Background: an optimization exercise with open tools, aiming at small area, a short achievable clock period and few clock cycles. Do not read the settings as production practice.

## sa_accel
module sa_accel (
    input  logic        clk,
    input  logic        rst_n,
    input  logic        start_all,
    input  logic [7:0]  k_param,
    input  logic        out_mode,
    input  logic [7:0]  row_shape,
    input  logic [7:0]  col_shape,
    output logic        done_all,
    output logic        ren_n,
    output logic [12:0] raddr_row,
    input  logic [31:0] rdata_row,
    output logic [12:0] raddr_col,
    input  logic [31:0] rdata_col,
    output logic        wen_n,
    output logic [12:0] waddr,
    output logic [31:0] data_out
);
SA_with_shift_cfg u_SA (
    .clk(clk), .rst_n(rst_n),
    .start_all(start_all), .k_param(k_param), .out_mode(out_mode),
    .row_shape(row_shape), .col_shape(col_shape), .done_all(done_all),
    .ren_n(ren_n), .raddr_row(raddr_row), .rdata_row(rdata_row),
    .raddr_col(raddr_col), .rdata_col(rdata_col),
    .wen_n(wen_n), .waddr(waddr), .data_out(data_out)
);
endmodule
Size: about 7500 cells after synthesis.
==> flow/config.mk <==
export PLATFORM = sky130hd
export DESIGN_NAME = sa_accel
export DESIGN_NICKNAME = sa_accel
export VERILOG_FILES = /design/flow/design.v
export SDC_FILE = /design/flow/constraint.sdc
export NUM_CORES = 4
export LEC_CHECK = 0
export CAP_MARGIN = 20
export CORE_MARGIN = 2
export CORE_UTILIZATION = 40
export CTS_CLUSTER_DIAMETER = 100
export CTS_CLUSTER_SIZE = 24
export SLEW_MARGIN = 20
==> flow/constraint.sdc <==
create_clock -name core_clock -period 11.0 [get_ports {clk}]
set_input_delay 2.2000 -clock core_clock [delete_from_list [all_inputs] [get_ports {clk}]]
set_output_delay 2.2000 -clock core_clock [all_outputs]
set_load 0.01 [all_outputs]
standard.sh (not shown) runs the stock make flow with config.mk's settings and CLKGATE_MAP_FILE= SYNTH_SCRIPT=/design/flow/synth_recipe.tcl, a recipe that flattens the netlist after the stock synthesis.
==> flow/flow/run.sh <==
#!/bin/bash
set -euo pipefail
bash standard.sh SETUP_SLACK_MARGIN=7 "BUFFER_PORTS_ARGS=-buffer_cell sky130_fd_sc_hd__buf_4" finish > standard.log 2>&1
The starting point finished with timing, DRC and antenna clean.
Rerun with:
==> flow/flow/run.sh (replaced) <==
#!/bin/bash
set -euo pipefail
bash standard.sh SETUP_SLACK_MARGIN=7.5 "BUFFER_PORTS_ARGS=-buffer_cell sky130_fd_sc_hd__buf_4" finish > standard.log 2>&1
Settings changed: CTS_CLUSTER_DIAMETER 100 to not set, CTS_CLUSTER_SIZE 24 to not set.
=> Register-to-register slack gets better by 0.34 ns. Worst setup slack improves by 0.19 ns. Cell area went up by about 8%. Sequential cell count does not change. First-iteration DRC count rose by about 11%. Global-route usage came out higher by 0.48 points. Synthesized area stays the same.
Function was not checked in any run of this note: the RTL went through the layout flow alone.

* * *

## the previous run
Another version of the RTL of sa_accel (not shown whole).
Size: roughly 6800 cells after synthesis, about 170 I/O pins, ~68000 um2 of cells after synthesis.
==> flow/config.mk <==
export PLATFORM = sky130hd
export DESIGN_NAME = sa_accel
export DESIGN_NICKNAME = sa_accel
export VERILOG_FILES = /design/flow/design.v
export SDC_FILE = /design/flow/constraint.sdc
export NUM_CORES = 4
export LEC_CHECK = 0
export CAP_MARGIN = 20
export CORE_MARGIN = 2
export CORE_UTILIZATION = 40
export CTS_CLUSTER_DIAMETER = 100
export CTS_CLUSTER_SIZE = 24
export SLEW_MARGIN = 20
==> flow/constraint.sdc <==
create_clock -name core_clock -period 11.0 [get_ports {clk}]
set_input_delay 2.2000 -clock core_clock [delete_from_list [all_inputs] [get_ports {clk}]]
set_output_delay 2.2000 -clock core_clock [all_outputs]
set_load 0.01 [all_outputs]
==> flow/flow/run.sh <==
#!/bin/bash
set -euo pipefail
bash standard.sh SETUP_SLACK_MARGIN=${MARGIN:-7.5} SYNTH_ARGS=-noabc \
  "BUFFER_PORTS_ARGS=-buffer_cell sky130_fd_sc_hd__buf_4" finish > standard.log 2>&1
The previous run: PASS, flow complete, no timing, DRC or antenna violations
Relative to the previous run, the following input files were edited for the current run:
-- flow/flow/run.sh --
<<< the previous run, line 3
bash standard.sh SETUP_SLACK_MARGIN=${MARGIN:-7.5} SYNTH_ARGS=-noabc \
>>> the current run, line 3
bash standard.sh SETUP_SLACK_MARGIN=${MARGIN:-7.6} SYNTH_ARGS=-noabc \
==> comparison <==
STATUS maximum operating frequency: the current run loses against the previous run. Total routing resource utilization after global routing: the current run higher than the previous run. First-pass GRT wire length is lower on the previous run. Final cell area: the current run above the previous run. Between the current run and the previous run, it is the current run whose count of clock-buffer cells in the layout is higher, by about 6%. The current run against the previous run; non-clock buffer count is up by more than a quarter. When the current run is set beside the previous run, its number of buffers added by the clock tree synthesis step turns out to be about 2% larger. Max-cap violation count came out exactly the same in the current run and the previous run.
No functional check of the RTL was part of any run of this note.

separate check: timing with driven ports:
No port has a modelled driver above. Below, the same layouts with a new extraction and two added sets of constraints. Step 1: set_driving_cell puts a clkbuf_16 on clk and a buf_2 on each other input, an assumption about the parent block. Step 2 times the ports against the registers' clock, not the clock port: input delays grow and output delays shrink by t, the midpoint of the rising clock arrivals with the driver on. Slacks: no drivers / after step 1 / after step 2; pairs: no drivers / after step 1.
run | t (ns) | slack for setup (ns) | worst setup path at the end | clock arrival spread, ns
the first run of note 1 | 0.768 | 7.184 / 7.184 / 7.184 | register to register | 0.050 / 0.050
the second run of note 1 | 0.822 | 7.378 / 7.297 / 7.241 | input to register | 0.054 / 0.054
the previous run | 0.766 | 7.500 / 7.425 / 7.426 | input to register | 0.037 / 0.038
the current run | 0.774 | 7.449 / 7.371 / 7.414 | input to register | 0.051 / 0.051
After both steps every run listed still meets setup and hold. For the second run of note 1, which loses most, drivers alone change the setup slack by -0.081 ns; drivers and shift together by -0.137 ns.
